What follows belongs to an exercise in optimizing a design on an open flow for small area; a production flow would make more cautious choices.
Function was checked by simulation only, so behaviour that the tests miss may differ from the original.
Power is estimated from default activity; no workload was simulated.

==> flow/design.v <==
package arp_packet_generator_package;
	localparam [7:0] PRE_BYTE = 8'h55;
	localparam [7:0] SFD = 8'hd5;
	localparam [15:0] ARP_ETHERTYPE = 16'h0806;
	localparam [15:0] HTYPE = 16'd1;
	localparam [15:0] PTYPE = 16'h0800;
	localparam [7:0] HLEN = 8'd6;
	localparam [7:0] PLEN = 8'd4;
endpackage
package crc_32_byte_package;
	localparam [31:0] CRC_POLY_REFL = 32'hedb88320;
endpackage
import crc_32_byte_package::*;
module crc_32_byte
(
	input wire [31:0] crc_in,
	input wire [7:0] idx,
	input wire fill,
	output logic [31:0] crc_next
);
	always_comb begin
		logic [31:0] c;
		c = {24'd0, idx};
		for (int i = 0; i < 8; i++)
			c = c[0] ? ((c >> 1) ^ CRC_POLY_REFL) : (c >> 1);
		crc_next = {{8{fill}}, crc_in[31:8]} ^ c;
	end
endmodule
import arp_packet_generator_package::*;
import crc_32_byte_package::*;
module arp_packet_generator
(
	input wire clk,
	input wire rst_n,
	input wire [47:0] src_mac_add,
	input wire [47:0] des_mac_add,
	input wire [31:0] src_ip_add,
	input wire [31:0] des_ip_add,
	input wire [15:0] operator,
	input wire req,
	output logic gmii_tx_en,
	output logic [7:0] gmii_txd
);
	logic [6:0] st;
	logic [7:0] ring_a [16];
	logic [7:0] ring_b [6];
	logic [31:0] crc;
	logic [31:0] crc_next;
	logic accept;
	logic sel_a, sel_b1, sel_b2, sel_fcs;
	logic [7:0] field_byte;
	logic [7:0] const_byte;
	logic crc_feed;
	logic [7:0] idx;
	assign accept = req && (st == 7'd0 || st == 7'd73);
	always_ff @(posedge clk or negedge rst_n) begin
		if (!rst_n)
			st <= 7'd0;
		else if (st == 7'd0 || st == 7'd73)
			st <= {6'd0, req};
		else
			st <= st + 7'd1;
	end
	always_ff @(posedge clk) begin
		if (accept) begin
			ring_a[9]  <= ~des_mac_add[47:40];
			ring_a[10] <= ~des_mac_add[39:32];
			ring_a[11] <= ~des_mac_add[31:24];
			ring_a[12] <= ~des_mac_add[23:16];
			ring_a[13] <= ~des_mac_add[15:8];
			ring_a[14] <= ~des_mac_add[7:0];
			ring_a[15] <= ~src_mac_add[47:40];
			ring_a[0]  <= ~src_mac_add[39:32];
			ring_a[1]  <= ~src_mac_add[31:24];
			ring_a[2]  <= ~src_mac_add[23:16];
			ring_a[3]  <= ~src_mac_add[15:8];
			ring_a[4]  <= ~src_mac_add[7:0];
			ring_a[5]  <= ~src_ip_add[31:24];
			ring_a[6]  <= ~src_ip_add[23:16];
			ring_a[7]  <= ~src_ip_add[15:8];
			ring_a[8]  <= ~src_ip_add[7:0];
			ring_b[5] <= ~operator[15:8];
			ring_b[0] <= ~operator[7:0];
			ring_b[1] <= ~des_ip_add[31:24];
			ring_b[2] <= ~des_ip_add[23:16];
			ring_b[3] <= ~des_ip_add[15:8];
			ring_b[4] <= ~des_ip_add[7:0];
		end else begin
			for (int i = 0; i < 16; i++)
				ring_a[i] <= ~ring_a[(i + 1) % 16];
			for (int i = 0; i < 6; i++)
				ring_b[i] <= ~ring_b[(i + 1) % 6];
		end
	end
	always_comb begin
		sel_a = (st >= 7'd10 && st <= 7'd21) || (st >= 7'd32 && st <= 7'd47);
		sel_b1 = (st == 7'd30 || st == 7'd31);
		sel_b2 = (st >= 7'd48 && st <= 7'd51);
		sel_fcs = (st >= 7'd70 && st <= 7'd73);
		crc_feed = (st >= 7'd10 && st <= 7'd69);
		case (st)
			7'd2, 7'd3, 7'd4, 7'd5, 7'd6, 7'd7, 7'd8: const_byte = PRE_BYTE;
			7'd9:  const_byte = SFD;
			7'd22: const_byte = ARP_ETHERTYPE[15:8];
			7'd23: const_byte = ARP_ETHERTYPE[7:0];
			7'd24: const_byte = HTYPE[15:8];
			7'd25: const_byte = HTYPE[7:0];
			7'd26: const_byte = PTYPE[15:8];
			7'd27: const_byte = PTYPE[7:0];
			7'd28: const_byte = HLEN;
			7'd29: const_byte = PLEN;
			default: const_byte = 8'd0;
		endcase
	end
	logic [7:0] tap_raw;
	assign tap_raw = ({8{sel_a}} & ring_a[0]) | ({8{sel_b1}} & ring_b[0]) |
	                 ({8{sel_b2}} & ring_b[2]);
	assign field_byte = tap_raw ^ {8{st[0] & (sel_a | sel_b1 | sel_b2)}};
	assign idx = {8{crc_feed}} & (crc[7:0] ^ gmii_txd);
	crc_32_byte u0
	(
		.crc_in(crc),
		.idx(idx),
		.fill(!crc_feed),
		.crc_next(crc_next)
	);
	always_ff @(posedge clk)
		crc <= crc_next;
	assign gmii_tx_en = (st >= 7'd2 && st <= 7'd73);
	assign gmii_txd = field_byte | const_byte | ({8{sel_fcs}} & ~crc[7:0]);
endmodule
==> flow/run.sh <==
#!/bin/bash
# synth_recipe.tcl (not shown) runs the flow's synth.tcl, then flattens the netlist and writes it again
# the make line also repeats each setting of config.mk as NAME=value (left out here)
make -C /OpenROAD-flow-scripts/flow DESIGN_CONFIG=/design/flow/config.mk WORK_HOME=/design/flow/orfs CLKGATE_MAP_FILE= SYNTH_SCRIPT=/design/flow/synth_recipe.tcl finish
==> flow/config.mk <==
export PLATFORM = sky130hd
export DESIGN_NAME = arp_packet_generator
export DESIGN_NICKNAME = arp_packet_generator
export VERILOG_FILES = /design/flow/design.v
export SDC_FILE = /design/flow/constraint.sdc
export NUM_CORES = 4
export LEC_CHECK = 0
export CAP_MARGIN = 20
export CORE_MARGIN = 2
export CORE_UTILIZATION = 40
export SLEW_MARGIN = 20
==> flow/constraint.sdc <==
create_clock -name core_clock -period 5.0 [get_ports {clk}]
set_input_delay 1.0000 -clock core_clock [delete_from_list [all_inputs] [get_ports {clk}]]
set_output_delay 1.0000 -clock core_clock [all_outputs]
set_load 0.01 [all_outputs]
==> qor.csv, run 1 <==
metric,value,unit
Worst-Margin Slew,965.7,ps
post-synthesis sequential area ratio,0.5442,
antenna violations before repair,0,
Crit Path Max Fanout,10,
VDD IR max,0.2355,mV
Total Neg Setup Slack,0,ps
Synth Flop Type,dfxtp_1,
"Reg clk slew, reported paths",60,ps
remaining antenna violation count,0,
DRC viols,0,
ANT cells,0,
Core Rows,51,
CTS tree,built,
Relative slew margins,0.3513,
Psw,689.0,uW
Nets,1018,
flip-flop and latch count after synthesis,215,
GRT Overall Usage,0.1758,
largest net degree at the start of global routing,61,
Logic pwr share,0.041,
Synth async-reset ratio,0.03256,
Slew Limit Fails,0,
worst hold path type,flop to flop,
CP arrival,3510,ps
"top cells by area, synth","dfxtp_1 52%, mux2i_1 22%, xnor2_1 4.6%, xor2_1 2.7%, dfrtp_1 2.2%",
share of layout cells above drive strength 1,0.08156,
total CTS buffers,23,
Die Wd,145.2,microns
CP required,4000,ps
number of global-route vias before repair,5546,
critical path type,flop to primary output,
htree depth,1,
run status,no timing/DRC/antenna violations,
Skew-Pair Late Insertion Delay,510,ps
syn_nets,829,
Int Power,2.830,mW
R2R setup slack,1240,ps
Clock power frac,0.472,
Seq pwr share,0.487,
total of max-cap violations,0,
Critical Path Start Type,flop,
Top-Level Pins,188,
first-pass GRT wire length,29600,microns
pre-CTS setup slack,1061,ps
1st-iter DRT viols,244,
Overflow after GRT,0,
via density per instance,4.654,
power density over cell area,323.9,nW/um^2
"Gates resized, CTS repair",0,
number of setup violations in the final report,0,
final worst setup slack,491.8,ps
clk root buf,clkbuf_16,
minimum clock period,4508,ps
Crit Reg-Reg Endpoint,crc[7],
Detailed Routing Iterations Pass 1,4,
Mean Syn Cell Area,12.38,sq um
r2r worst-path depth,12,
die height,145.2,microns
Initial Util,0.4084,
post-CTS setup buffer count,0,
Sw Ratio,0.1958,
clock skew,8.634,ps
Fin. Hold Viols,0,
Buffers on Ports,187,
worst hold start,ring_a[5][0],
post-synth top area share,0.5222,
post-synth top area cell,dfxtp_1,
Final period util,0.9016,
Clock Tree Buf Depth,3,
RSZ-0062 raised after global routing,false,
Post-Syn Area,7974,sq um
Syn Inst Count,644,
number of flops mapped to enable cells by yosys,0,
Netlist cell types,65,
reg2reg start,st[1],
Die ar.,21080,sq um
Max Fclk,221.8,MHz
hold path cells,1,
number of hold buffers added after CTS,0,
# clock sinks,215,
Layout area overhead,36.25,%
final wirelength,18620,microns
hold endpoint,ring_a[4][0],
vias,5171,
Pleak,5.547,nW
dpl hpwl,14170,microns
Worst Setup End Kind,primary output,
Routed WL per cell,16.76,microns
routability cong.,0.8595,
Synth Warn #,4,
core box area,19530,sq um
==> power groups by stage <==
stage / Sequential [mW] / Clock, mW / Combinational (mW)
after floorplan: 1.75 / 0 / 0.00397
after global placement: 1.75 / 0 / 0.144
after detailed placement: 1.75 / 0 / 0.146
after CTS: 1.71 / 1.71 / 0.146
after global routing: 1.71 / 1.78 / 0.153
final: 1.71 / 1.66 / 0.144
==> cells in the mapped netlist, types with 6 or more instances <==
library cell,count
ha_1,6
dfxtp_1,208
xnor2_1,42
o21ai_0,6
mux2i_1,177
inv_1,7
nand2_1,23
buf_1,19
nor2_1,14
dfrtp_1,7
xor2_1,25
a21oi_1,7
==> worst max-delay path, cell delays in order (launching register included) <==
cell and delay (ps):
dfrtp_1 530, inv_1 130, ha_1 230, o21ba_2 290, a21oi_1 90, o21ai_1 500, o221ai_1 190, a211oi_1 480
inv_1 80, clkdlybuf4s50_1 490
==> logic make-up (layout without fill, tap and decap cells) <==
kind of cell,Yosys count,in the layout,share of synthesized area
compound gates,68,68,0.06967
mux,178,178,0.2239
buf+inv,40,242,0.02291
flops,215,215,0.5442
fa+ha+maj,6,6,0.009414
xor+xnor,75,75,0.09069
simple gates,62,62,0.03923
==> per-stage QoR <==
stage	total power [mW]	area (sq um)	instances	util	hold WS [ps]
after floorplan	1.755	7974	644	-	390.8
after global placement	1.896	10110	1073	0.5177	394.5
after detailed placement	1.897	10110	1073	0.5177	398.6
after CTS	3.573	10860	1111	0.5564	404.5
after global routing	3.646	10860	1111	0.5564	418.0
final	3.519	10860	1111	0.5564	404.9
==> cell type report <==
cell class | count | area (sq um)
fill | 1717 | 8662
sequential | 215 | 4339
multi-input combinational | 389 | 3460
timing repair buffer | 195 | 1944
clock buffer | 34 | 718.2
tap | 265 | 331.6
clock inverter | 4 | 37.54
inverter | 9 | 33.78
==> layout by cell type (no fill, tap or decap), types with 3 or more instances in the layout <==
cell type,n
a22o_1,5
inv_1,7
o221ai_1,5
a22oi_1,3
o21ai_1,3
clkdlybuf4s50_1,187
nor2_1,14
clkbuf_16,24
xnor2_1,42
nor3_1,4
o211a_1,3
ha_1,6
xor2_2,3
a21o_1,3
o31ai_2,3
a21oi_1,7
dfxtp_1,208
o21ai_0,6
nand2_1,22
a31oi_1,3
dfrtp_1,7
mux2i_1,177
a211o_1,5
clkbuf_8,8
xnor2_2,4
and2_1,4
buf_4,7
xor2_1,25
==> state kept, by name, summed over array words and instances, names as in the netlist <==
signal / flops
crc: 32
ring_a: 128
ring_b: 48
st: 7
==> worst max path at each step <==
stage          start           to  slack, ps  cells after the start
2_1_floorplan  st[0]      crc[19]       1750                     13
3_5_place_dp   st[1]  gmii_txd[2]       1060                      9
3_3_place_gp   st[0]  gmii_txd[2]       1130                     10
4_1_cts        st[1]  gmii_txd[2]        500                      9
5_1_grt        st[1]  gmii_txd[5]        250                      9
6_report       st[1]  gmii_txd[2]        490                      9
==> routing by layer <==
layer / GRT usage / up-vias / wire length (microns)
met5: 0 / - / 0
met4: 0.05098 / 0 / 507
met3: 0.05409 / 33 / 1332
met2: 0.2940 / 153 / 8601
met1: 0.2192 / 2357 / 8181
li1: - / 2628 / -
==> run 2: changes to the inputs <==
==> flow/flow/run.sh (new file) <==
#!/bin/bash
# Layout with the standard ORFS flow (standard.sh), with these changes:
#  - synthesis maps the logic with ABC's area mapper (flow/synth_area.tcl);
#  - the input and output ports get the smallest buffer (buf_1);
#  - clock tree synthesis inserts no dummy loads and uses clkbuf_4.
set -e
export FLOW_WORK=$PWD
sed "s#SYNTH_SCRIPT=[^ ]*#SYNTH_SCRIPT=$PWD/flow/synth_area.tcl#" standard.sh > standard_area.sh
grep -q "SYNTH_SCRIPT=$PWD/flow/synth_area.tcl" standard_area.sh
export BUFFER_PORTS_ARGS="-buffer_cell sky130_fd_sc_hd__buf_1"
export CTS_ARGS="-sink_clustering_enable -repair_clock_nets -dont_use_dummy_load -buf_list {sky130_fd_sc_hd__clkbuf_4}"
bash standard_area.sh > standard.log 2>&1
==> flow/flow/area.abc (new file) <==
strash
dch -f
amap
==> flow/flow/synth_area.tcl (new file) <==
# The standard synthesis (synth_recipe.tcl, which this sources unchanged),
# except that the technology mapping of the combinational logic uses ABC's
# area-oriented mapper (area.abc) instead of ORFS's delay-oriented script.
set area_abc_script [file join [file dirname [file normalize [info script]]] area.abc]
proc abc {args} {
  set i [lsearch -exact $args -script]
  if { $i >= 0 } {
    lset args [expr { $i + 1 }] $::area_abc_script
  }
  yosys abc {*}$args
}
source $::env(FLOW_WORK)/synth_recipe.tcl
==> flow/standard.sh (new file) <==
#!/bin/bash
# synth_recipe.tcl (not shown) runs the flow's synth.tcl, then flattens the netlist and writes it again
# the make line also repeats each setting of config.mk as NAME=value (left out here)
make -C /OpenROAD-flow-scripts/flow DESIGN_CONFIG=/design/flow/config.mk WORK_HOME=/design/flow/orfs CLKGATE_MAP_FILE= SYNTH_SCRIPT=/design/flow/synth_recipe.tcl "${@:-finish}"
removed: flow/run.sh
==> run 2 against run 1 <==
  * Sequential cell count stayed put
  * Clock power shrank 37%
  * Wire length shrank 2.4%
  * Synthesized cell count down 1.2%
  * Clock skew is 52 ps higher
  * Via count is 15% higher
  * Critical endpoint is now gmii_txd[3]
  * Highest routed layer unchanged
==> qor.csv, run 2 <==
metric,value,unit,change
total CTS buffers,52,,+130%
Pwr Total,2.810,mW,-20%
most frequent cells in the layout,"208 x dfxtp_1, 199 x o22ai_1, 187 x buf_1, 52 x nor2_1, 52 x clkbuf_4",,
Post-Syn Area,6758,sq um,-15%
combinational family with the most area after synthesis,compound AO/OA/AOI/OAI gates,,
first-pass GRT wire length,28500,microns,-3.7%
dpl cell area,7899,sq um,-22%
Worst Setup End Kind,primary output,,
syn_nets,821,,-0.97%
Max Fclk,220.3,MHz,-0.71%
largest net degree at the start of global routing,177,,+190%
Die Wd,134.0,microns,-7.7%
"most common cell after layout, fill and taps aside",dfxtp_1,,
number of flops mapped to enable cells by yosys,0,,unchanged
post-synth top area share,0.6162,,+0.09398
critical path type,flop to primary output,,
Fin. Hold Viols,0,,unchanged
Post-synth top cells,"208 x dfxtp_1, 206 x o22ai_1, 52 x nor2_1, 33 x clkinv_1, 32 x a21oi_1",,
max reg flops,128,,unchanged
Die ar.,17950,sq um,-15%
clk root buf,clkbuf_4,,
Core Rows,47,,-7.8%
# clock sinks,215,,unchanged
"top cells by area, synth","dfxtp_1 62%, o22ai_1 19%, nor2_1 2.9%, dfrtp_1 2.6%, a21oi_1 2.4%",,
synthesized-area fraction occupied by xor and xnor cells,0.01037,,-0.08033
post-synthesis compound-gate area fraction,0.2657,,+0.1960
htree depth,2,,+1
Mean Syn Cell Area,10.63,sq um,-14%
CTS tree,built,,
share of layout cells above drive strength 1,0.09865,,+0.01709
die height,134.0,microns,-7.7%
Worst Path Buf+Inv,3,,unchanged
CP arrival,3540,ps,+30 ps
Skew-Pair Late Insertion Delay,620,ps,+110 ps
Synth Flop Type,dfxtp_1,,
number of hold buffers added after CTS,0,,unchanged
Most common cell on crit path,nor2_1,,
Synth async-reset ratio,0.03256,,unchanged
Critical Path Start Type,flop,,
Detailed Routing Iterations Pass 1,6,,+2
Synth Warn #,4,,unchanged
remaining antenna violation count,0,,unchanged
Nets,1079,,+6.0%
Final Util,0.5075,,-0.04885
number of setup violations in the final report,0,,unchanged
post-synthesis simple-gate area fraction,0.05240,,+0.01317
Initial Util,0.4089,,+0.0005812
max incr delay on CP,490,ps,-40 ps
DRC viols,0,,unchanged
power density over cell area,335.1,nW/um^2,+3.4%
vias,5962,,+15%
Routed WL per cell,16.32,microns,-2.6%
hold_ws,315.0,ps,-89.87 ps
antenna violations before repair,1,,+1
number of global-route vias before repair,5906,,+6.5%
total of max-cap violations,0,,unchanged
Slew Limit Fails,0,,unchanged
Buffers on Ports,187,,unchanged
post-synthesis mux area share,0,,-0.2239
design area,8387,sq um,-23%
final wirelength,18180,microns,-2.4%
Overflow after GRT,0,,unchanged
Top Family by Delay on Critical Path,compound AO/OA/AOI/OAI gates,,
core box area,16520,sq um,-15%
Synth Area in Adders,0.01111,,+0.001694
VDD IR max,0.2137,mV,-9.2%
Clock Tree Buf Depth,3,,unchanged
worst hold path type,input port to async pin,,
Worst-Margin Slew,1071,ps,+105.6 ps
flip-flop and latch count after synthesis,215,,unchanged
run status,no timing/DRC/antenna violations,,
CP required,4000,ps,about the same
Top-Level Pins,188,,unchanged
fillers,1605,,-6.5%
Relative slew margins,0.2858,,-0.06544
Top Registers,"ring_a x128, ring_b x48, crc x32",,
minimum clock period,4540,ps,+32.02 ps
Final period util,0.9080,,+0.006404
dpl hpwl,12550,microns,-11%
GRT Overall Usage,0.1978,,+0.02200
via density per instance,5.352,,+15%
Netlist cell types,27,,-58%
routability cong.,0.9270,,+7.9%
Largest Register,ring_a,,
RSZ-0062 raised after global routing,true,,
"Reg clk slew, reported paths",60,ps,about the same
crit-path cells,clkinv_1 > nor2_1 > nand2_1 > nor2_1 > clkinv_1 > a31oi_1 > o32ai_4 > a222oi_1 > nor2_1 > a221oi_1 > o21ai_0 > buf_1,,
most frequent cell after synthesis,dfxtp_1,,
Pleak,3.145,nW,-43%
post-synthesis sequential area ratio,0.6421,,+0.09793
1st-iter DRT viols,299,,+23%
Syn Inst Count,636,,-1.2%
slowest cell on the critical path,a222oi_1,,
Layout area overhead,24.11,%,
post-synth top area cell,dfxtp_1,,
clock skew,60.90,ps,+52.27 ps
Crit Path Max Fanout,9,,-1
-- run 2: cell count changes after synthesis, sizes merged, moves of 9 or more --
cell,previous run,this run
a211oi,2,11
mux2i,178,0
o21ai,9,22
buf,26,0
a21oi,7,32
clkinv,1,33
nor2,17,52
xor2,28,7
xnor2,46,1
o22ai,2,206
-- run 2: layer usage --
metal / part of all wire / wire, microns / vias up / global-route usage
met5: 0 / 0 / - / 0
met4: 0.025 / 451 / 0 / 0.08629
met3: 0.082 / 1498 / 38 / 0.05782
met2: 0.47 / 8517 / 244 / 0.3288
met1: 0.42 / 7712 / 2685 / 0.2388
li1: - / - / 2995 / -
-- run 2: path summary, 6_finish.rpt --
check / start / end / slack, ps / depth (start not counted)
worst max-delay path: st[2] / gmii_txd[3] / 460 / 12
worst min-delay path: rst_n / st[3] / 320 / 1
worst max register to register: st[2] / crc[20] / 510 / 19
worst min register to register: ring_a[15][1] / ring_a[14][1] / 380 / 1
max in group asynchronous: rst_n / st[4] / 4340 / 1
min in group core_clock: ring_a[15][1] / ring_a[14][1] / 380 / 1
-- run 2: cell families (layout without fill, tap and decap cells) --
group	after synthesis	count (layout)
XOR/XNOR	8	8
other	0	2
flip-flops	215	215
AND/OR/NAND/NOR	86	86
adder cells (fa/ha/maj)	6	6
AO/OA/AOI/OAI	288	288
buffers and inverters	33	289
-- run 2: worst reg2reg max path, stage by stage, from the launching register on --
cell and delay, ps:
dfrtp_1 440, clkinv_1 190, nor2_1 160, nand2_1 90
nor2_1 170, clkinv_1 110, a31oi_1 270, o32ai_4 200
a222oi_1 490, nor2_1 80, a221oi_1 260, o21ai_0 250
a211oi_2 320, clkinv_1 180, o22ai_1 300, clkinv_1 170
o22ai_2 230, clkinv_1 130, o22ai_2 210, o21ai_0 110
-- run 2: area by class of cell --
| cell class | count | area [sq um] | share of cell area |
|---|---|---|---|
| multi-input cells | 388 | 2409 | 0.2872 |
| flip-flops and latches | 215 | 4339 | 0.5174 |
| inverters | 33 | 126.4 | 0.01507 |
| clock buffers | 52 | 390.4 | 0.04655 |
| diodes | 2 | 5.005 | 0.0005967 |
| repair buffers | 204 | 842.1 | 0.1004 |
| well taps | 220 | 275.3 | 0.03282 |
-- run 2: power breakdown --
group	total (mW)	leakage [nW]	switching, mW	internal [mW]
Combinational	0.0596	0.942	0.0229	0.0367
Clock	1.04	0.239	0.565	0.471
Sequential	1.71	1.96	0	1.71
Total	2.81	3.15	0.588	2.22
-- run 2: stage by stage --
| stage | worst slack (ps) | std cells | setup TNS, ps |
|---|---|---|---|
| 2_1_floorplan | 73.39 | 636 | 0 |
| 3_3_place_gp | 480.8 | 1059 | 0 |
| 3_5_place_dp | 332.9 | 1059 | 0 |
| 4_1_cts | 308.2 | 1111 | 0 |
| 5_1_grt | -90.45 | 1114 | -267.9 |
| 6_report | 459.8 | 1114 | 0 |
-- run 2: repair_timing --
item,in CTS,in global routing
gates resized for setup,0,16
buffers inserted,0,1
endpoints found under the setup margin,0,11
==> run 3: changes to the inputs <==
--- a/flow/flow/run.sh
+++ b/flow/flow/run.sh
@@ -4,3 +4,3 @@
 #  - the input and output ports get the smallest buffer (buf_1);
-#  - clock tree synthesis inserts no dummy loads and uses clkbuf_4.
+#  - clock tree synthesis inserts no dummy loads and uses clkbuf_8 buffers with clusters of at most 16 sinks.
 set -e
@@ -10,3 +10,3 @@
 export BUFFER_PORTS_ARGS="-buffer_cell sky130_fd_sc_hd__buf_1"
-export CTS_ARGS="-sink_clustering_enable -repair_clock_nets -dont_use_dummy_load -buf_list {sky130_fd_sc_hd__clkbuf_4}"
+export CTS_ARGS="-sink_clustering_enable -repair_clock_nets -dont_use_dummy_load -buf_list {sky130_fd_sc_hd__clkbuf_2} -sink_clustering_size 6 -sink_clustering_max_diameter 300"
 bash standard_area.sh > standard.log 2>&1
==> run 3 against run 2 <==
  * Global-route usage about the same
  * Largest power group unchanged
  * Register-to-register slack about the same
  * Clock skew increased by 31 ps
  * Fmax down 0.50%
==> qor.csv, run 3 <==
metric,value,unit,change
run status,no timing/DRC/antenna violations,,
power density over cell area,309.0,nW/um^2,-7.8%
clock skew,91.77,ps,+30.87 ps
flip-flop and latch count after synthesis,215,,unchanged
vias,5924,,-0.64%
critical path type,flop to primary output,,
r2r worst-path depth,22,,+3
Initial Util,0.4089,,unchanged
Crit Reg-Reg Endpoint,crc[17],,
first-pass GRT wire length,28440,microns,-0.22%
Core Rows,47,,unchanged
number of flops mapped to enable cells by yosys,0,,unchanged
design area,8203,sq um,-2.2%
Synth async-reset ratio,0.03256,,unchanged
Routed WL per cell,16.50,microns,+1.1%
Post-Syn Area,6758,sq um,unchanged
most frequent cells in the layout,"208 x dfxtp_1, 200 x o22ai_1, 187 x buf_1, 52 x nor2_1, 41 x clkbuf_2",,
Critical Path Start Type,flop,,
post-synth top area share,0.6162,,unchanged
"top cells by area, synth","dfxtp_1 62%, o22ai_1 19%, nor2_1 2.9%, dfrtp_1 2.6%, a21oi_1 2.4%",,
FF/Latch Area,4340,sq um,about the same
share of layout cells above drive strength 1,0.08854,,-0.01012
final wirelength,18200,microns,+0.14%
syn_nets,821,,unchanged
Layout area overhead,21.38,%,
CP arrival,3560,ps,+20 ps
Crit Path Max Fanout,9,,unchanged
worst hold path type,input port to async pin,,
dpl hpwl,12550,microns,unchanged
"most common cell after layout, fill and taps aside",dfxtp_1,,
Top-Level Pins,188,,unchanged
htree depth,2,,unchanged
Largest Register,ring_a,,
total CTS buffers,41,,-21%
routability cong.,0.9270,,unchanged
number of global-route vias before repair,5831,,-1.3%
Max Fclk,219.2,MHz,-0.50%
Fin. Hold Viols,0,,unchanged
antenna violations before repair,1,,unchanged
fillers,1622,,+1.1%
post-synthesis sequential area ratio,0.6421,,unchanged
CP required,4000,ps,about the same
GRT Overall Usage,0.1976,,-0.0002425
Skew-Pair Late Insertion Delay,730,ps,+110 ps
Mean Syn Cell Area,10.63,sq um,unchanged
VDD IR max,0.1456,mV,-32%
total of max-cap violations,0,,unchanged
Pwr Total,2.535,mW,-9.8%
Buffers on Ports,187,,unchanged
Synth Warn #,4,,unchanged
Relative slew margins,0.2872,,+0.001394
Pleak,3.070,nW,-2.4%
Worst Setup End Kind,primary output,,
# clock sinks,215,,unchanged
Final period util,0.9126,,+0.004543
CTS tree,built,,
largest net degree at the start of global routing,177,,unchanged
Synth Flop Type,dfxtp_1,,
multi-input logic area,2409,sq um,unchanged
number of hold buffers added after CTS,0,,unchanged
Die Wd,134.0,microns,unchanged
reg2reg start,st[1],,
Slew Limit Fails,0,,unchanged
die height,134.0,microns,unchanged
"Reg clk slew, reported paths",120,ps,+60 ps
Detailed Routing Iterations Pass 1,5,,-1
Post-synth top cells,"208 x dfxtp_1, 206 x o22ai_1, 52 x nor2_1, 33 x clkinv_1, 32 x a21oi_1",,
Worst-Margin Slew,1069,ps,-2.091 ps
core box area,16520,sq um,unchanged
R2R setup slack,510,ps,about the same
Die ar.,17950,sq um,unchanged
number of setup violations in the final report,0,,unchanged
Netlist cell types,27,,unchanged
Top Registers,"ring_a x128, ring_b x48, crc x32",,
max reg flops,128,,unchanged
Overflow after GRT,0,,unchanged
clk root buf,clkbuf_2,,
Nets,1068,,-1.0%
remaining antenna violation count,0,,unchanged
minimum clock period,4563,ps,+22.71 ps
Final Util,0.4964,,-0.01113
via density per instance,5.371,,+0.35%
most frequent cell after synthesis,dfxtp_1,,
Syn Inst Count,636,,unchanged
dpl cell area,7899,sq um,unchanged
Clock Tree Buf Depth,3,,unchanged
post-synth top area cell,dfxtp_1,,
DRC viols,0,,unchanged
1st-iter DRT viols,311,,+4.0%
run 3: worst max path at each step:
stage	startpoint	endpoint	slack (ps)	depth (start not counted)
floorplan	st[6]	crc[19]	70	17
global placement	st[3]	crc[19]	480	19
detailed placement	st[3]	crc[19]	330	17
CTS	st[3]	crc[22]	290	18
global route	st[1]	crc[20]	-10	20
finish	st[3]	gmii_txd[3]	440	11
run 3: cells by family after synthesis:
logic type                 after synthesis  synth area share
AOI/OAI and AO/OA                      288            0.2657
adders and majority gates                6           0.01111
and+or+nand+nor                         86           0.05240
xor gates and xnor gates                 8           0.01037
buffers and inverters                   33           0.01833
DFF                                    215            0.6421
run 3: layout make-up:
type / instances / area share
Sequential cell: 215 / 0.5291
Multi-Input combinational cell: 388 / 0.2936
Timing Repair Buffer: 204 / 0.1027
Tap cell: 220 / 0.03356
Clock buffer: 41 / 0.02502
Inverter: 33 / 0.01541
Antenna cell: 2 / 0.0006101
run 3: metal layers:
metal	up-vias	part of all wire	GRT usage
met3	51	0.084	0.05933
li1	2974	-	-
met1	2642	0.43	0.2427
met2	257	0.45	0.3222
met5	-	0	0
met4	0	0.033	0.08629
run 3: through the flow:
stage	hold slack, ps	instances	TNS [ps]	worst slack (ps)
after floorplan	406.8	636	0	73.39
after global placement	412.3	1059	0	480.8
after detailed placement	415.3	1059	0	332.9
after CTS	146.6	1100	0	289.0
after global routing	166.5	1103	-9.885	-9.885
final	206.9	1103	0	437.1
run 3: where the power goes:
part / internal [mW] / leakage, nW / switching (mW)
Sequential: 1.71 / 1.96 / 0
Combinational: 0.0367 / 0.937 / 0.0229
Clock: 0.213 / 0.170 / 0.549
Total: 1.96 / 3.07 / 0.572
run 3: what timing repair did:
action / 4_1_cts / 5_1_grt
setup endpoints to repair: 0 / 13
resized for setup: 0 / 18
setup buffers: 0 / 1
run 3: worst max-delay path, cell delays in order, from the launching register on:
cell and delay [ps]:
dfrtp_1 500, clkinv_1 220, nor2_1 290, nand2_1 160, nor3_1 220, a31oi_2 90, o32ai_4 250, a222oi_1 230
buf_4 180, a221oi_1 330, o21ai_1 190, buf_1 210
==> run 4: changes to the inputs <==
--- a/flow/flow/run.sh
+++ b/flow/flow/run.sh
@@ -10,3 +10,3 @@
 export BUFFER_PORTS_ARGS="-buffer_cell sky130_fd_sc_hd__buf_1"
-export CTS_ARGS="-sink_clustering_enable -repair_clock_nets -dont_use_dummy_load -buf_list {sky130_fd_sc_hd__clkbuf_2} -sink_clustering_size 6 -sink_clustering_max_diameter 300"
+export CTS_ARGS="-sink_clustering_enable -repair_clock_nets -dont_use_dummy_load -buf_list {sky130_fd_sc_hd__clkbuf_8} -sink_clustering_size 16 -sink_clustering_max_diameter 300"
 bash standard_area.sh > standard.log 2>&1
==> run 4 against run 3 <==
  * Register-to-register slack about the same
  * Largest power group unchanged
  * Clock skew decreased by 48 ps
  * Area after synthesis unchanged
  * Critical endpoint is now crc[20]
  * Count of clock-buffer cells in the layout decreased by 24
  * Highest routed layer unchanged
  * Critical path type is now flop to flop
==> qor.csv, run 4 <==
metric,value,unit,change
Syn Inst Count,636,,unchanged
1st-iter DRT viols,331,,+6.4%
Top-Level Pins,188,,unchanged
"top cells by area, synth","dfxtp_1 62%, o22ai_1 19%, nor2_1 2.9%, dfrtp_1 2.6%, a21oi_1 2.4%",,
design area,8225,sq um,+0.27%
Total Neg Setup Slack,0,ps,unchanged
number of global-route vias before repair,5622,,-3.6%
M1 GR Usage,0.2427,,unchanged
number of setup violations in the final report,0,,unchanged
dpl hpwl,12550,microns,unchanged
Crit Path Max Fanout,9,,unchanged
total CTS buffers,17,,-59%
CP arrival,4880,ps,+1320 ps
DRC viols,0,,unchanged
post-synthesis sequential area ratio,0.6421,,unchanged
Worst-Margin Slew,1062,ps,-7.445 ps
Synth async-reset ratio,0.03256,,unchanged
Largest Register,ring_a,,
RSZ-0062 raised after global routing,true,,
Core Rows,47,,unchanged
Routed WL per cell,16.54,microns,+0.20%
Clock Tree Buf Depth,3,,unchanged
final wirelength,17810,microns,-2.2%
CTS tree,built,,
via density per instance,5.323,,-0.89%
critical path type,flop to flop,,
Layout area overhead,21.72,%,
max reg flops,128,,unchanged
Die ar.,17950,sq um,unchanged
Final Util,0.4978,,+0.001363
flip-flop and latch count after synthesis,215,,unchanged
number of flops mapped to enable cells by yosys,0,,unchanged
Synth Warn #,4,,unchanged
Synth Flop Type,dfxtp_1,,
clock skew,43.80,ps,-47.97 ps
post-synth top area cell,dfxtp_1,,
worst hold path type,input port to async pin,,
post-synth top area share,0.6162,,unchanged
die height,134.0,microns,unchanged
run status,no timing/DRC/antenna violations,,
Mean Syn Cell Area,10.63,sq um,unchanged
routability cong.,0.9270,,unchanged
Post-synth top cells,"208 x dfxtp_1, 206 x o22ai_1, 52 x nor2_1, 33 x clkinv_1, 32 x a21oi_1",,
pre-CTS setup slack,332.9,ps,unchanged
placed cell count,1059,,unchanged
CP required,5380,ps,+1380 ps
GRT Overall Usage,0.1912,,-0.006386
first-pass GRT wire length,27830,microns,-2.2%
Skew-Pair Late Insertion Delay,500,ps,-230 ps
Die Wd,134.0,microns,unchanged
dpl cell area,7899,sq um,unchanged
Fin. Hold Viols,0,,unchanged
ANT cells,0,,-2
Netlist cell types,27,,unchanged
Post-Syn Area,6758,sq um,unchanged
Nets,1044,,-2.2%
Buffers on Ports,187,,unchanged
most frequent cell after synthesis,dfxtp_1,,
vias,5733,,-3.2%
Relative slew margins,0.2922,,+0.004963
clk root buf,clkbuf_8,,
remaining antenna violation count,0,,unchanged
"most common cell after layout, fill and taps aside",dfxtp_1,,
Top Registers,"ring_a x128, ring_b x48, crc x32",,
Worst Setup End Kind,flop,,
Detailed Routing Iterations Pass 1,7,,+2
antenna violations before repair,0,,-1
largest net degree at the start of global routing,177,,unchanged
"Reg clk slew, reported paths",100,ps,-20 ps
number of hold buffers added after CTS,0,,unchanged
VDD IR max,0.1925,mV,+32%
Max Fclk,222.3,MHz,+1.4%
power density over cell area,313.1,nW/um^2,+1.3%
share of layout cells above drive strength 1,0.06184,,-0.02669
grt met2 use,0.3236,,+0.001425
# clock sinks,215,,unchanged
Initial Util,0.4089,,unchanged
hold_ws,395.7,ps,+188.8 ps
Non-Filler Instances,1077,,-2.4%
Critical Path Start Type,flop,,
minimum clock period,4499,ps,-64.31 ps
most frequent cells in the layout,"208 x dfxtp_1, 199 x o22ai_1, 187 x buf_1, 52 x nor2_1, 31 x a21oi_1",,
total of max-cap violations,0,,unchanged
htree depth,1,,-1
core box area,16520,sq um,unchanged
final worst setup slack,501.4,ps,+64.31 ps
Final period util,0.8997,,-0.01286
syn_nets,821,,unchanged
Slew Limit Fails,0,,unchanged
Pwr Total,2.575,mW,+1.6%
met3 usage,0.04497,,-0.01436
Overflow after GRT,0,,unchanged
Pleak,3.028,nW,-1.4%
busiest layer in global routing,met2,,
-- run 4: cell counts after synthesis --
Identical to the previous run, type by type.
-- run 4: per-layer routing --
| layer | vias up | part of all wire | wire [microns] |
|---|---|---|---|
| met1 | 2573 | 0.44 | 7819 |
| met2 | 215 | 0.46 | 8191 |
| met3 | 36 | 0.074 | 1312 |
| li1 | 2909 | - | - |
| met5 | - | 0 | 0 |
| met4 | 0 | 0.027 | 486 |
-- run 4: worst max-delay path, stage by stage (launching register included) --
cell and delay (ps):
dfrtp_1 460, clkinv_1 190, nor2_1 160, nand2_1 90, nor2_1 170, clkinv_1 110
a31oi_1 270, o32ai_4 200, a222oi_1 490, nor2_1 80, a221oi_1 260, o21ai_0 250
a211oi_2 320, clkinv_1 180, o22ai_1 290, clkinv_1 170, o22ai_2 230, clkinv_1 130
o22ai_2 210, o21ai_0 110
-- run 4: layout make-up --
class / instances / area [sq um]
Fill cell: 1594 / 8299
Inverter: 33 / 126.4
Timing Repair Buffer: 204 / 842.1
Tap cell: 220 / 275.3
Sequential cell: 215 / 4339
Clock buffer: 17 / 234.0
Multi-Input combinational cell: 388 / 2409
-- run 4: report_power, final --
group / total, mW / internal [mW] / switching [mW]
clock: 0.804 / 0.307 / 0.497
combinational: 0.0597 / 0.0367 / 0.0230
sequential: 1.71 / 1.71 / 0
-- run 4: worst paths after layout --
path	start	end	slack (ps)	cells past startpoint
setup / recovery	st[2]	crc[20]	500	19
hold / removal	rst_n	st[2]	400	1
setup reg to reg	st[2]	crc[20]	500	19
hold reg to reg	ring_a[2][2]	ring_a[1][2]	400	1
max in group asynchronous	rst_n	st[4]	4290	1
min in group core_clock	ring_a[2][2]	ring_a[1][2]	400	1
-- run 4: cells by family after synthesis --
family,count (synthesis),synth area share
xor gates and xnor gates,8,0.01037
AOI/OAI and AO/OA,288,0.2657
and+or+nand+nor,86,0.05240
buffers and inverters,33,0.01833
adders and majority gates,6,0.01111
DFF,215,0.6421
-- run 4: repair_timing --
action / CTS / global route
hold endpoints to repair: 0 / 0
resized for setup: 0 / 16
setup endpoints to repair: 0 / 12
buffers inserted: 0 / 1
==> run 5: changes to the inputs <==
--- a/flow/flow/run.sh
+++ b/flow/flow/run.sh
@@ -10,3 +10,3 @@
 export BUFFER_PORTS_ARGS="-buffer_cell sky130_fd_sc_hd__buf_1"
-export CTS_ARGS="-sink_clustering_enable -repair_clock_nets -dont_use_dummy_load -buf_list {sky130_fd_sc_hd__clkbuf_8} -sink_clustering_size 16 -sink_clustering_max_diameter 300"
+export CTS_ARGS="-sink_clustering_enable -repair_clock_nets -dont_use_dummy_load -buf_list {sky130_fd_sc_hd__clkbuf_4} -sink_clustering_size 10 -sink_clustering_max_diameter 300"
 bash standard_area.sh > standard.log 2>&1
==> run 5 against run 4 <==
  * Final cell count rose by 0.93%
  * Still clean
  * Register-to-register slack improved by 60 ps
  * Area after synthesis did not move
  * Non-clock buffer count did not move
  * Fmax rose by 0.60%
  * Critical path type is now flop to primary output
  * Clock skew rose by 0.53 ps
  * Hold slack got worse by 120 ps
  * Design area fell by 0.50%
==> qor.csv, run 5 <==
metric,value,unit,change
crit-path cells,clkinv_1 > nor2_1 > nand2_1 > nor2_1 > clkinv_1 > a31oi_1 > o32ai_4 > a222oi_1 > nor2_1 > a221oi_1 > o21ai_1 > buf_1,,
post-synth top area share,0.6162,,unchanged
most frequent cell after synthesis,dfxtp_1,,
CTS tree,built,,
Die ar.,17950,sq um,unchanged
routability cong.,0.9270,,unchanged
1st-iter DRT viols,369,,+11%
"most common cell after layout, fill and taps aside",dfxtp_1,,
Worst-Margin Slew,1065,ps,+3.291 ps
post-synthesis sequential area ratio,0.6421,,unchanged
antenna violations before repair,1,,+1
CP arrival,3470,ps,-1410 ps
Crit Reg-Reg Endpoint,crc[20],,
Pwr Total,2.498,mW,-3.0%
remaining antenna violation count,0,,unchanged
final worst setup slack,528.1,ps,+26.70 ps
Pleak,3.020,nW,-0.28%
pre-CTS setup slack,332.9,ps,unchanged
Synth Warn #,4,,unchanged
fillers,1617,,+1.4%
Most common cell on crit path,nor2_1,,
CP required,4000,ps,-1380 ps
R2R setup slack,560,ps,+60 ps
reg2reg start,st[2],,
Clock Tree Buf Depth,3,,unchanged
GRT Overall Usage,0.1918,,+0.0005814
share of layout cells above drive strength 1,0.07052,,+0.008677
number of hold buffers added after CTS,0,,unchanged
final wirelength,17920,microns,+0.60%
flip-flop and latch count after synthesis,215,,unchanged
Largest Register,ring_a,,
number of setup violations in the final report,0,,unchanged
vias,5843,,+1.9%
power density over cell area,305.2,nW/um^2,-2.5%
minimum clock period,4472,ps,-26.70 ps
max reg flops,128,,unchanged
Core Rows,47,,unchanged
Overflow after GRT,0,,unchanged
Netlist cell types,27,,unchanged
r2r worst-path depth,22,,+3
Synth Flop Type,dfxtp_1,,
dpl hpwl,12550,microns,unchanged
Post-synth top cells,"208 x dfxtp_1, 206 x o22ai_1, 52 x nor2_1, 33 x clkinv_1, 32 x a21oi_1",,
number of flops mapped to enable cells by yosys,0,,unchanged
Post-Syn Area,6758,sq um,unchanged
Nets,1052,,+0.77%
Skew-Pair Late Insertion Delay,620,ps,+120 ps
Total Neg Setup Slack,0,ps,unchanged
"Reg clk slew, reported paths",110,ps,about the same
syn_nets,821,,unchanged
clock skew,44.33,ps,+0.5295 ps
Initial Util,0.4089,,unchanged
critical path type,flop to primary output,,
total CTS buffers,25,,+8
number of global-route vias before repair,5677,,+0.98%
most frequent cells in the layout,"208 x dfxtp_1, 199 x o22ai_1, 187 x buf_1, 52 x nor2_1, 31 x a21oi_1",,
total of max-cap violations,0,,unchanged
Slew Limit Fails,0,,unchanged
htree depth,1,,unchanged
clk root buf,clkbuf_4,,
Top-Level Pins,188,,unchanged
run status,no timing/DRC/antenna violations,,
Buffers on Ports,187,,unchanged
Relative slew margins,0.2900,,-0.002194
Final period util,0.8944,,-0.005340
worst hold path type,input port to async pin,,
via density per instance,5.375,,+0.98%
core box area,16520,sq um,unchanged
Synth async-reset ratio,0.03256,,unchanged
max incr delay on CP,490,ps,about the same
Layout area overhead,21.11,%,
Max Fclk,223.6,MHz,+0.60%
VDD IR max,0.1862,mV,-3.3%
die height,134.0,microns,unchanged
Top Registers,"ring_a x128, ring_b x48, crc x32",,
Worst Setup End Kind,primary output,,
Detailed Routing Iterations Pass 1,5,,-2
DRC viols,0,,unchanged
first-pass GRT wire length,27920,microns,+0.32%
"top cells by area, synth","dfxtp_1 62%, o22ai_1 19%, nor2_1 2.9%, dfrtp_1 2.6%, a21oi_1 2.4%",,
slowest cell on the critical path,a222oi_1,,
Crit Path Max Fanout,9,,unchanged
Critical Path Start Type,flop,,
Die Wd,134.0,microns,unchanged
Fin. Hold Viols,0,,unchanged
largest net degree at the start of global routing,177,,unchanged
Syn Inst Count,636,,unchanged
Mean Syn Cell Area,10.63,sq um,unchanged
Routed WL per cell,16.48,microns,-0.33%
# clock sinks,215,,unchanged
post-synth top area cell,dfxtp_1,,
## run 5: cell count changes in the layout (fill, tap and decap cells not counted)
cell      change
clkbuf_8     -17
o21ai_0       -2
clkbuf_4     +25
o21ai_1       +2
diode_2       +2
## run 5: cell families after synthesis
group                      after synthesis  share of synthesized area
and+or+nand+nor                         86                    0.05240
xor gates and xnor gates                 8                    0.01037
DFF                                    215                     0.6421
AOI/OAI and AO/OA                      288                     0.2657
buffers and inverters                   33                    0.01833
adders and majority gates                6                    0.01111
## run 5: repair_timing
item	in CTS	in global routing
resized for setup	0	18
buffers inserted	0	1
setup endpoints to repair	0	13
## run 5: worst max path at each step
stage	cells after the start	from	end	slack, ps
detailed placement	17	st[3]	crc[19]	330
CTS	18	st[3]	crc[22]	290
finish	12	st[2]	gmii_txd[3]	530
global placement	19	st[3]	crc[19]	480
global route	20	st[2]	crc[20]	-50
floorplan	17	st[6]	crc[19]	70
## run 5: where the power goes
| group | switching (mW) | internal [mW] |
|---|---|---|
| combinational | 0.0229 | 0.0367 |
| clock | 0.496 | 0.230 |
| sequential | 0 | 1.71 |
## run 5: area by class of cell
cell class                      instances  area, sq um  area share
Antenna cell                            2        5.005   0.0006115
Clock buffer                           25        187.7     0.02293
Inverter                               33        126.4     0.01544
Multi-Input combinational cell        388         2409      0.2943
Sequential cell                       215         4339      0.5302
Tap cell                              220        275.3     0.03363
Timing Repair Buffer                  204        842.1      0.1029
## run 5: routing by layer
metal  track usage  share of wire  vias to the layer above  wire [microns]
met3       0.04686          0.079                       39            1412
li1              -              -                     2933               -
met4       0.06324          0.031                        0             548
met5             0              0                        -               0
met1        0.2451           0.43                     2637            7663
met2        0.3194           0.46                      234            8291
## run 5: critical path, delay by kind of cell (launching register included)
family                 cells  cell delay (ps)
AOI/OAI and AO/OA          5             1410
buffers and inverters      3              500
DFF                        1              460
and+or+nand+nor            4              480
## run 5: through the flow
stage / std cells / utilization / cell area [sq um] / hold slack [ps]
2_1_floorplan: 636 / - / 6766 / 406.8
5_1_grt: 1087 / 0.4953 / 8184 / 268.6
3_3_place_gp: 1059 / 0.4780 / 7899 / 412.3
4_1_cts: 1084 / 0.4894 / 8087 / 256.1
6_report: 1087 / 0.4953 / 8184 / 277.1
3_5_place_dp: 1059 / 0.4780 / 7899 / 415.3
==> run 6: changes to the inputs <==
--- a/flow/config.mk
+++ b/flow/config.mk
@@ -10,2 +10,3 @@
 export CORE_UTILIZATION = 40
+export GPL_TIMING_DRIVEN = 0
 export SLEW_MARGIN = 20
==> run 6 against run 5 <==
  * Area after synthesis is the same
  * Critical endpoint is now crc[23]
  * Clock power up 1%
  * Largest power group unchanged
  * Die area stayed put
  * Wire length rose by 0.16%
  * Highest routed layer unchanged
  * Fmax fell by 5.1%
  * Largest cell class unchanged
==> qor.csv, run 6 <==
metric,value,unit,change
post-synthesis sequential area ratio,0.6421,,unchanged
post-synth top area cell,dfxtp_1,,
run status,no timing/DRC/antenna violations,,
CTS tree,built,,
R2R setup slack,290,ps,-270 ps
Initial Util,0.4089,,unchanged
Int Power,1.979,mW,about the same
Mean Syn Cell Area,10.63,sq um,unchanged
Core Rows,47,,unchanged
worst hold path type,input port to async pin,,
VDD IR max,0.1524,mV,-18%
Seq pwr share,0.683,,-0.002
clock skew,86.67,ps,+42.34 ps
Netlist cell types,27,,unchanged
GRT Overall Usage,0.1918,,about the same
Worst-Margin Slew,1120,ps,+54.60 ps
# clock sinks,215,,unchanged
Final period util,0.9427,,+0.04829
hold_ws,242.7,ps,-34.45 ps
Final Util,0.5078,,+0.01249
Die Wd,134.0,microns,unchanged
CP required,5490,ps,+1490 ps
Syn Inst Count,636,,unchanged
post-synth top area share,0.6162,,unchanged
Fin. Hold Viols,0,,unchanged
critical path type,flop to flop,,
syn_nets,821,,unchanged
power density over cell area,298.6,nW/um^2,-2.2%
Max Fclk,212.2,MHz,-5.1%
Routed WL per cell,16.45,microns,-0.21%
number of global-route vias before repair,5809,,+2.3%
M1 GR Usage,0.2448,,-0.0002992
"most common cell after layout, fill and taps aside",dfxtp_1,,
Crit Path Max Fanout,7,,-2
die height,134.0,microns,unchanged
total CTS buffers,25,,unchanged
pre-CTS setup slack,-1344,ps,-1676 ps
Layout area overhead,24.16,%,
core box area,16520,sq um,unchanged
dpl hpwl,12120,microns,-3.4%
reg2reg start,st[6],,
busiest layer in global routing,met2,,
share of layout cells above drive strength 1,0.1034,,+0.03293
grt met2 use,0.3231,,+0.003704
Post-synth top cells,"208 x dfxtp_1, 206 x o22ai_1, 52 x nor2_1, 33 x clkinv_1, 32 x a21oi_1",,
remaining antenna violation count,0,,unchanged
Psw,526.9,uW,+1.6%
Critical Path Start Type,flop,,
Clock power frac,0.293,,+0.002
dpl cell area,7826,sq um,-0.92%
placed cell count,1047,,-1.1%
Buffers on Ports,187,,unchanged
Die ar.,17950,sq um,unchanged
Post-Syn Area,6758,sq um,unchanged
first-pass GRT wire length,28300,microns,+1.4%
Top-Level Pins,188,,unchanged
Largest Register,ring_a,,
Synth Flop Type,dfxtp_1,,
number of setup violations in the final report,0,,unchanged
Pwr Total,2.506,mW,+0.32%
max reg flops,128,,unchanged
Crit Reg-Reg Endpoint,crc[23],,
Top Registers,"ring_a x128, ring_b x48, crc x32",,
Slew Limit Fails,0,,unchanged
Sw Ratio,0.2103,,+0.002708
Logic pwr share,0.024,,about the same
htree depth,1,,unchanged
design area,8391,sq um,+2.5%
total of max-cap violations,0,,unchanged
minimum clock period,4713,ps,+241.5 ps
CP arrival,5200,ps,+1730 ps
via density per instance,5.388,,+0.23%
Detailed Routing Iterations Pass 1,5,,unchanged
number of hold buffers added after CTS,0,,unchanged
most frequent cell after synthesis,dfxtp_1,,
Worst Setup End Kind,flop,,
Synth async-reset ratio,0.03256,,unchanged
Synth Warn #,4,,unchanged
DRC viols,0,,unchanged
1st-iter DRT viols,264,,-28%
clk root buf,clkbuf_4,,
Pleak,3.107,nW,+2.9%
flip-flop and latch count after synthesis,215,,unchanged
Clock Tree Buf Depth,3,,unchanged
largest net degree at the start of global routing,177,,unchanged
r2r worst-path depth,22,,unchanged
Overflow after GRT,0,,unchanged
number of flops mapped to enable cells by yosys,0,,unchanged
final wirelength,17940,microns,+0.16%
vias,5878,,+0.60%
Non-Filler Instances,1091,,+0.37%
antenna violations before repair,1,,unchanged
"Reg clk slew, reported paths",120,ps,about the same
Relative slew margins,0.2457,,-0.04429
most frequent cells in the layout,"208 x dfxtp_1, 196 x o22ai_1, 187 x buf_1, 49 x nor2_1, 29 x a21oi_1",,
routability cong.,0.8268,,-11%
Total Neg Setup Slack,0,ps,unchanged
"top cells by area, synth","dfxtp_1 62%, o22ai_1 19%, nor2_1 2.9%, dfrtp_1 2.6%, a21oi_1 2.4%",,
Skew-Pair Late Insertion Delay,640,ps,+20 ps
Nets,1057,,+0.48%
met3 usage,0.04157,,-0.005291
final worst setup slack,286.6,ps,-241.5 ps
==> run 6: logic make-up (layout without fill, tap and decap cells) <==
| family | Yosys count | count (layout) | synth area share |
|---|---|---|---|
| adder cells (fa/ha/maj) | 6 | 6 | 0.01111 |
| flip-flops | 215 | 215 | 0.6421 |
| buffers and inverters | 33 | 267 | 0.01833 |
| other | 0 | 1 | 0 |
| AND/OR/NAND/NOR | 86 | 86 | 0.05240 |
| XOR/XNOR | 8 | 8 | 0.01037 |
| AO/OA/AOI/OAI | 288 | 288 | 0.2657 |
==> run 6: power groups by stage <==
stage | Combinational (mW) | Sequential (mW) | Clock, mW
3_5_place_dp | 0.0600 | 1.75 | 0
6_report | 0.0602 | 1.71 | 0.733
3_3_place_gp | 0.0584 | 1.75 | 0
5_1_grt | 0.0677 | 1.71 | 0.836
4_1_cts | 0.0610 | 1.71 | 0.775
2_1_floorplan | 0.00597 | 1.75 | 0
==> run 6: worst max path at each step <==
| stage | from | to | slack [ps] |
|---|---|---|---|
| detailed placement | st[6] | crc[19] | -1340 |
| finish | st[6] | crc[23] | 290 |
| global route | st[2] | crc[23] | -30 |
| floorplan | st[6] | crc[19] | 70 |
| global placement | st[3] | crc[19] | -1790 |
| CTS | st[2] | gmii_txd[3] | 3 |
==> run 6: layer usage <==
layer  part of all wire  vias up
met4              0.029        0
met5                  0        -
met2               0.46      219
met1               0.44     2687
met3              0.066       41
li1                   -     2931
==> run 6: area by class of cell <==
type / instances / area [sq um]
Multi-Input combinational cell: 388 / 2550
Inverter: 33 / 146.4
Antenna cell: 1 / 2.502
Tap cell: 220 / 275.3
Fill cell: 1619 / 8134
Sequential cell: 215 / 4342
Timing Repair Buffer: 209 / 887.1
Clock buffer: 25 / 187.7
==> run 6: what timing repair did <==
action,in CTS,in global routing
pin swaps,5,13
setup buffers,2,16
setup endpoints to repair,35,22
gates resized for setup,26,27
==> run 6: worst max-delay path, cell delays in order, from the launching register on <==
cell	delay [ps]
dfrtp_1	480
nor2_2	320
clkinv_1	190
nor2_1	180
o21ai_0	150
clkinv_1	80
o32ai_2	110
buf_4	220
a222oi_1	340
buf_4	180
nor2_1	40
a21oi_1	160
nor2_1	90
o21ai_0	200
nor2_1	140
a211oi_4	290
clkinv_2	180
o22ai_2	270
clkinv_1	150
o22ai_2	240
clkinv_1	160
o22ai_2	260
o21ai_0	110
==> run 7: changes to the inputs <==
--- a/flow/config.mk
+++ b/flow/config.mk
@@ -7,6 +7,5 @@
 export LEC_CHECK = 0
-export CAP_MARGIN = 20
+export CAP_MARGIN = 0
 export CORE_MARGIN = 2
 export CORE_UTILIZATION = 40
-export GPL_TIMING_DRIVEN = 0
-export SLEW_MARGIN = 20
+export SLEW_MARGIN = 0
==> run 7 against run 6 <==
  * First-iteration DRC count rose by 40%
  * Critical endpoint is now gmii_txd[3]
  * Final cell count fell by 0.37%
  * Sequential power barely moved
  * Critical path depth fell by 10
  * Die area did not move
  * Sequential cell count did not move
  * Via count fell by 0.60%
  * Non-clock buffer count fell by 5
  * Wire length fell by 0.16%
  * Count of clock-buffer cells in the layout did not move
  * Fmax rose by 5.4%
  * Synthesized cell count did not move
==> qor.csv, run 7 <==
metric,value,unit,change
Max Fclk,223.6,MHz,+5.4%
Routed WL per cell,16.48,microns,+0.21%
max reg flops,128,,unchanged
slowest cell on the critical path,a222oi_1,,
final wirelength,17920,microns,-0.16%
number of global-route vias before repair,5677,,-2.3%
design area,8184,sq um,-2.5%
minimum clock period,4472,ps,-241.5 ps
antenna violations before repair,1,,unchanged
Buffers on Ports,187,,unchanged
Nets,1052,,-0.47%
Skew-Pair Late Insertion Delay,620,ps,-20 ps
Fin. Hold Viols,0,,unchanged
remaining antenna violation count,0,,unchanged
Worst-Margin Slew,1065,ps,-54.60 ps
Top-Level Pins,188,,unchanged
Final period util,0.8944,,-0.04829
total CTS buffers,25,,unchanged
number of flops mapped to enable cells by yosys,0,,unchanged
Total Neg Setup Slack,0,ps,unchanged
flip-flop and latch count after synthesis,215,,unchanged
routability cong.,0.9270,,+12%
die height,134.0,microns,unchanged
Synth Warn #,4,,unchanged
DRC viols,0,,unchanged
post-synthesis sequential area ratio,0.6421,,unchanged
dpl hpwl,12550,microns,+3.5%
Slew Limit Fails,0,,unchanged
VDD IR max,0.1862,mV,+22%
Initial Util,0.4089,,unchanged
GRT Overall Usage,0.1918,,about the same
share of layout cells above drive strength 1,0.07052,,-0.03293
r2r worst-path depth,22,,unchanged
Crit Reg-Reg Endpoint,crc[20],,
Mean Syn Cell Area,10.63,sq um,unchanged
Relative slew margins,0.2900,,+0.04429
post-synth top area share,0.6162,,unchanged
"most common cell after layout, fill and taps aside",dfxtp_1,,
Layout area overhead,21.11,%,
Top Registers,"ring_a x128, ring_b x48, crc x32",,
Pleak,3.020,nW,-2.8%
Netlist cell types,27,,unchanged
number of hold buffers added after CTS,0,,unchanged
Post-Syn Area,6758,sq um,unchanged
Crit Path Max Fanout,9,,+2
Synth async-reset ratio,0.03256,,unchanged
Synth Flop Type,dfxtp_1,,
first-pass GRT wire length,27920,microns,-1.3%
most frequent cells in the layout,"208 x dfxtp_1, 199 x o22ai_1, 187 x buf_1, 52 x nor2_1, 31 x a21oi_1",,
Worst Setup End Kind,primary output,,
CP arrival,3470,ps,-1730 ps
post-synth top area cell,dfxtp_1,,
number of setup violations in the final report,0,,unchanged
clock skew,44.33,ps,-42.34 ps
most frequent cell after synthesis,dfxtp_1,,
# clock sinks,215,,unchanged
vias,5843,,-0.60%
reg2reg start,st[2],,
1st-iter DRT viols,369,,+40%
Overflow after GRT,0,,unchanged
Core Rows,47,,unchanged
"top cells by area, synth","dfxtp_1 62%, o22ai_1 19%, nor2_1 2.9%, dfrtp_1 2.6%, a21oi_1 2.4%",,
syn_nets,821,,unchanged
worst hold path type,input port to async pin,,
Critical Path Start Type,flop,,
Die ar.,17950,sq um,unchanged
run status,no timing/DRC/antenna violations,,
R2R setup slack,560,ps,+270 ps
Syn Inst Count,636,,unchanged
Die Wd,134.0,microns,unchanged
Detailed Routing Iterations Pass 1,5,,unchanged
core box area,16520,sq um,unchanged
Largest Register,ring_a,,
CTS tree,built,,
dpl cell area,7899,sq um,+0.93%
max incr delay on CP,490,ps,about the same
clk root buf,clkbuf_4,,
total of max-cap violations,0,,unchanged
CP required,4000,ps,-1490 ps
htree depth,1,,unchanged
Clock Tree Buf Depth,3,,unchanged
largest net degree at the start of global routing,177,,unchanged
placed cell count,1059,,+1.1%
Most common cell on crit path,nor2_1,,
via density per instance,5.375,,-0.23%
power density over cell area,305.2,nW/um^2,+2.2%
crit-path cells,clkinv_1 > nor2_1 > nand2_1 > nor2_1 > clkinv_1 > a31oi_1 > o32ai_4 > a222oi_1 > nor2_1 > a221oi_1 > o21ai_1 > buf_1,,
Post-synth top cells,"208 x dfxtp_1, 206 x o22ai_1, 52 x nor2_1, 33 x clkinv_1, 32 x a21oi_1",,
"Reg clk slew, reported paths",110,ps,about the same
critical path type,flop to primary output,,
Non-Filler Instances,1087,,-0.37%
-- run 7: cell types whose count changed in the layout (fill, tap and decap cells not counted), moves of 3 or more --
cell / previous run / this run
inv_2: 5 / 2
buf_4: 21 / 16
a211oi_1: 3 / 7
o22ai_1: 196 / 199
nor2_1: 49 / 52
clkinv_1: 23 / 30
a211oi_4: 6 / 0
-- run 7: layout make-up --
class | instances | area, sq um
fillers | 1617 | 8341
flip-flops and latches | 215 | 4339
multi-input cells | 388 | 2409
repair buffers | 204 | 842.1
well taps | 220 | 275.3
clock buffers | 25 | 187.7
inverters | 33 | 126.4
diodes | 2 | 5.005
-- run 7: metal layers --
| metal | global-route usage | vias up | wire length (microns) |
|---|---|---|---|
| li1 | - | 2933 | - |
| met2 | 0.3194 | 234 | 8291 |
| met3 | 0.04686 | 39 | 1412 |
| met1 | 0.2451 | 2637 | 7663 |
| met4 | 0.06324 | 0 | 548 |
| met5 | 0 | - | 0 |
-- run 7: what timing repair did --
item	CTS	global route
endpoints found under the setup margin	0	13
resized for setup	0	18
hold endpoints to repair	0	0
buffers inserted	0	1
-- run 7: through the flow --
step	utilization	setup WS, ps	power [mW]	hold WS [ps]
after global placement	0.4780	480.8	1.810	412.3
after detailed placement	0.4780	332.9	1.811	415.3
after floorplan	-	73.39	1.757	406.8
after CTS	0.4894	292.2	2.536	256.1
final	0.4953	528.1	2.498	277.1
after global routing	0.4953	-46.48	2.610	268.6
-- run 7: power by group --
part           switching, mW  leakage, nW  internal [mW]
registers                  0         1.96           1.71
logic                 0.0229        0.941         0.0367
clock network          0.496        0.115          0.230
total                  0.518         3.02           1.98
-- run 7: worst max-delay path by stage --
stage | start | to | slack (ps) | cells after the start
finish | st[2] | gmii_txd[3] | 530 | 12
global route | st[2] | crc[20] | -50 | 20
CTS | st[3] | crc[22] | 290 | 18
detailed placement | st[3] | crc[19] | 330 | 17
global placement | st[3] | crc[19] | 480 | 19
floorplan | st[6] | crc[19] | 70 | 17
-- run 7: worst max-delay path: cells and delay by family, from the launching register on --
family	cells	cell delay, ps
buffers and inverters	3	500
DFF	1	460
AOI/OAI and AO/OA	5	1410
and+or+nand+nor	4	480
-- run 7: kinds of logic after synthesis --
kind of cell	count (synthesis)	synth area share
and+or+nand+nor	86	0.05240
xor gates and xnor gates	8	0.01037
AOI/OAI and AO/OA	288	0.2657
buffers and inverters	33	0.01833
adders and majority gates	6	0.01111
DFF	215	0.6421
==> run 8: changes to the inputs <==
--- a/flow/config.mk
+++ b/flow/config.mk
@@ -7,5 +7,5 @@
 export LEC_CHECK = 0
-export CAP_MARGIN = 0
+export CAP_MARGIN = 20
 export CORE_MARGIN = 2
-export CORE_UTILIZATION = 40
-export SLEW_MARGIN = 0
+export CORE_UTILIZATION = 65
+export SLEW_MARGIN = 20
==> run 8 against run 7 <==
  * Sequential power hardly changed
  * Design area is 1.2% lower
  * Global-route usage rose by 11 points
  * First-iteration DRC count is 51% higher
  * Area after synthesis did not move
  * Worst setup slack worse by 230 ps
  * Non-clock buffer count grew 2
==> qor.csv, run 8 <==
metric,value,unit,change
run status,no timing/DRC/antenna violations,,
flip-flop and latch count after synthesis,215,,unchanged
Clock Tree Buf Depth,3,,unchanged
Synth Warn #,4,,unchanged
Crit Path Max Fanout,9,,unchanged
via density per instance,6.060,,+13%
power density over cell area,309.1,nW/um^2,+1.3%
Nets,1054,,+0.19%
share of layout cells above drive strength 1,0.07151,,+0.0009907
max reg flops,128,,unchanged
die height,106.0,microns,-21%
CTS tree,built,,
post-synth top area share,0.6162,,unchanged
remaining antenna violation count,0,,unchanged
Max Fclk,212.6,MHz,-4.9%
Synth Flop Type,dfxtp_1,,
first-pass GRT wire length,27090,microns,-3.0%
Detailed Routing Iterations Pass 1,5,,unchanged
Synth async-reset ratio,0.03256,,unchanged
vias,6078,,+4.0%
max incr delay on CP,420,ps,-70 ps
Syn Inst Count,636,,unchanged
dpl hpwl,12170,microns,-3.0%
post-synth top area cell,dfxtp_1,,
GRT Overall Usage,0.2978,,+0.1061
number of global-route vias before repair,5867,,+3.3%
Fin. Hold Viols,0,,unchanged
Die ar.,11230,sq um,-37%
hold_ws,316.5,ps,+39.37 ps
total CTS buffers,25,,unchanged
number of hold buffers added after CTS,0,,unchanged
antenna violations before repair,0,,-1
Non-Filler Instances,1003,,-7.7%
Pleak,3.019,nW,about the same
Overflow after GRT,0,,unchanged
placed cell count,976,,-7.8%
Post-synth top cells,"208 x dfxtp_1, 206 x o22ai_1, 52 x nor2_1, 33 x clkinv_1, 32 x a21oi_1",,
most frequent cells in the layout,"208 x dfxtp_1, 199 x o22ai_1, 187 x buf_1, 50 x nor2_1, 32 x a21oi_1",,
Routed WL per cell,17.34,microns,+5.2%
Slew Limit Fails,0,,unchanged
Worst-Margin Slew,934.3,ps,-130.7 ps
Top Family by Delay on Critical Path,compound AO/OA/AOI/OAI gates,,
final wirelength,17390,microns,-2.9%
largest net degree at the start of global routing,132,,-25%
slowest cell on the critical path,a211oi_2,,
Buffers on Ports,187,,unchanged
Final Util,0.7901,,+0.2949
Core Rows,37,,-21%
Top-Level Pins,188,,unchanged
Skew-Pair Late Insertion Delay,600,ps,-20 ps
1st-iter DRT viols,559,,+51%
Post-Syn Area,6758,sq um,unchanged
"Reg clk slew, reported paths",100,ps,about the same
fillers,720,,-55%
number of setup violations in the final report,0,,unchanged
"top cells by area, synth","dfxtp_1 62%, o22ai_1 19%, nor2_1 2.9%, dfrtp_1 2.6%, a21oi_1 2.4%",,
CP arrival,5210,ps,+1740 ps
Netlist cell types,27,,unchanged
htree depth,1,,unchanged
VDD IR max,0.2263,mV,+22%
ANT cells,0,,-2
Layout area overhead,19.63,%,
Largest Register,ring_a,,
Relative slew margins,0.3706,,+0.08058
crit-path cells,clkinv_1 > nor2_1 > nand2_1 > nor2_1 > clkinv_1 > a31oi_1 > o32ai_4 > a222oi_1 > buf_4 > nor2_1 > a21oi_1 > a21oi_1 > o21ai_0 > nor2_1 > a211oi_2 > nor2_1 > a21oi_1 > clkinv_1 > o22ai_1 > clkinv_1 > o22ai_2 > nand2_1 > o21ai_0,,
Mean Syn Cell Area,10.63,sq um,unchanged
multi-input logic area,2399,sq um,-0.42%
# clock sinks,215,,unchanged
worst hold path type,input port to async pin,,
post-synthesis sequential area ratio,0.6421,,unchanged
Initial Util,0.6605,,+0.2516
Critical Path Start Type,flop,,
clk root buf,clkbuf_4,,
DRC viols,0,,unchanged
Top Registers,"ring_a x128, ring_b x48, crc x32",,
most frequent cell after synthesis,dfxtp_1,,
routability cong.,0.9141,,-1.4%
Worst Path Buf+Inv,5,,+2
clock skew,30.42,ps,-13.91 ps
"most common cell after layout, fill and taps aside",dfxtp_1,,
Final period util,0.9408,,+0.04645
Most common cell on crit path,nor2_1,,
syn_nets,821,,unchanged
minimum clock period,4704,ps,+232.3 ps
Worst Setup End Kind,flop,,
CP required,5500,ps,+1500 ps
Die Wd,106.0,microns,-21%
total of max-cap violations,0,,unchanged
core box area,10230,sq um,-38%
critical path type,flop to flop,,
number of flops mapped to enable cells by yosys,0,,unchanged
FF/Latch Area,4340,sq um,about the same
-- run 8: cell counts after synthesis --
Identical to the previous run, type by type.
-- run 8: timing repair --
item | CTS | global route
buffers inserted | 0 | 2
endpoints found under the setup margin | 0 | 14
gates resized for setup | 0 | 15
-- run 8: per-layer routing --
layer	routed length, microns	GRT usage
met5	0	0
met4	627	0.1278
met3	1313	0.06193
met2	8329	0.5092
met1	7124	0.3664
-- run 8: path summary, 6_finish.rpt --
| kind | cells after the start | slack (ps) | endpoint | start |
|---|---|---|---|---|
| min in group core_clock | 1 | 400 | ring_a[8][5] | ring_a[9][5] |
| worst min-delay path | 1 | 320 | st[4] | rst_n |
| worst max register to register | 23 | 300 | crc[23] | st[1] |
| worst min register to register | 1 | 400 | ring_a[8][5] | ring_a[9][5] |
| worst max-delay path | 23 | 300 | crc[23] | st[1] |
| max in group asynchronous | 1 | 4350 | st[2] | rst_n |
-- run 8: kinds of logic (layout without fill, tap and decap cells) --
group           count (synthesis)  after routing  synth area share
compound gates                288            288            0.2657
xor+xnor                        8              8           0.01037
fa+ha+maj                       6              6           0.01111
buf+inv                        33            264           0.01833
flops                         215            215            0.6421
simple gates                   86             86           0.05240
-- run 8: layout make-up --
type                       count  share of cell area
sequential                   215              0.5369
multi-input combinational    388              0.2967
timing repair buffer         206              0.1065
clock buffer                  25             0.02322
tap                          136             0.02105
inverter                      33             0.01563
-- run 8: worst register-to-register path, delay by kind of cell (launching register included) --
| kind | cells | cell delay, ps |
|---|---|---|
| AOI/OAI and AO/OA | 11 | 2550 |
| buffers and inverters | 5 | 920 |
| DFF | 1 | 410 |
| and+or+nand+nor | 7 | 770 |
-- run 8: per-stage QoR --
step / power, mW / instance area, sq um / worst slack, ps / TNS, ps
after global routing: 2.590 / 8084 / -59.19 / -160.4
after CTS: 2.515 / 7989 / 130.7 / 0
after detailed placement: 1.810 / 7801 / 184.9 / 0
after global placement: 1.808 / 7801 / 496.3 / 0
final: 2.499 / 8084 / 295.8 / 0
after floorplan: 1.757 / 6766 / 73.39 / 0
-- run 8: power breakdown --
part / internal (mW) / total, mW / leakage, nW / switching, mW
clock network: 0.230 / 0.727 / 0.115 / 0.497
registers: 1.71 / 1.71 / 1.96 / 0
logic: 0.0367 / 0.0598 / 0.941 / 0.0231
total: 1.98 / 2.50 / 3.02 / 0.520

what the ideal ports hide:
Ports are ideal in the flow. The routed layouts listed here were re-timed in OpenROAD. Step 1: set_driving_cell puts a clkbuf_16 on clk and a buf_2 on each other input, an assumption about the parent block. Step 2 times the ports against the registers' clock, not the clock port: input delays grow and output delays shrink by t, the midpoint of the rising clock arrivals with the driver on. Slacks: ideal ports / drivers / drivers and shift; pairs: ideal ports / drivers.
run | t (ns) | setup slack, ns
run 1 | 0.550 | 0.492 / 0.447 / 0.998
run 2 | 0.629 | 0.460 / 0.419 / 0.505
run 3 | 0.725 | 0.437 / 0.396 / 0.505
run 4 | 0.517 | 0.501 / 0.492 / 0.501
run 5 | 0.630 | 0.528 / 0.491 / 0.555
run 6 | 0.639 | 0.287 / 0.287 / 0.287
run 7 | 0.630 | 0.528 / 0.491 / 0.555
run 8 | 0.614 | 0.296 / 0.296 / 0.296
After both steps every run listed still meets setup and hold.
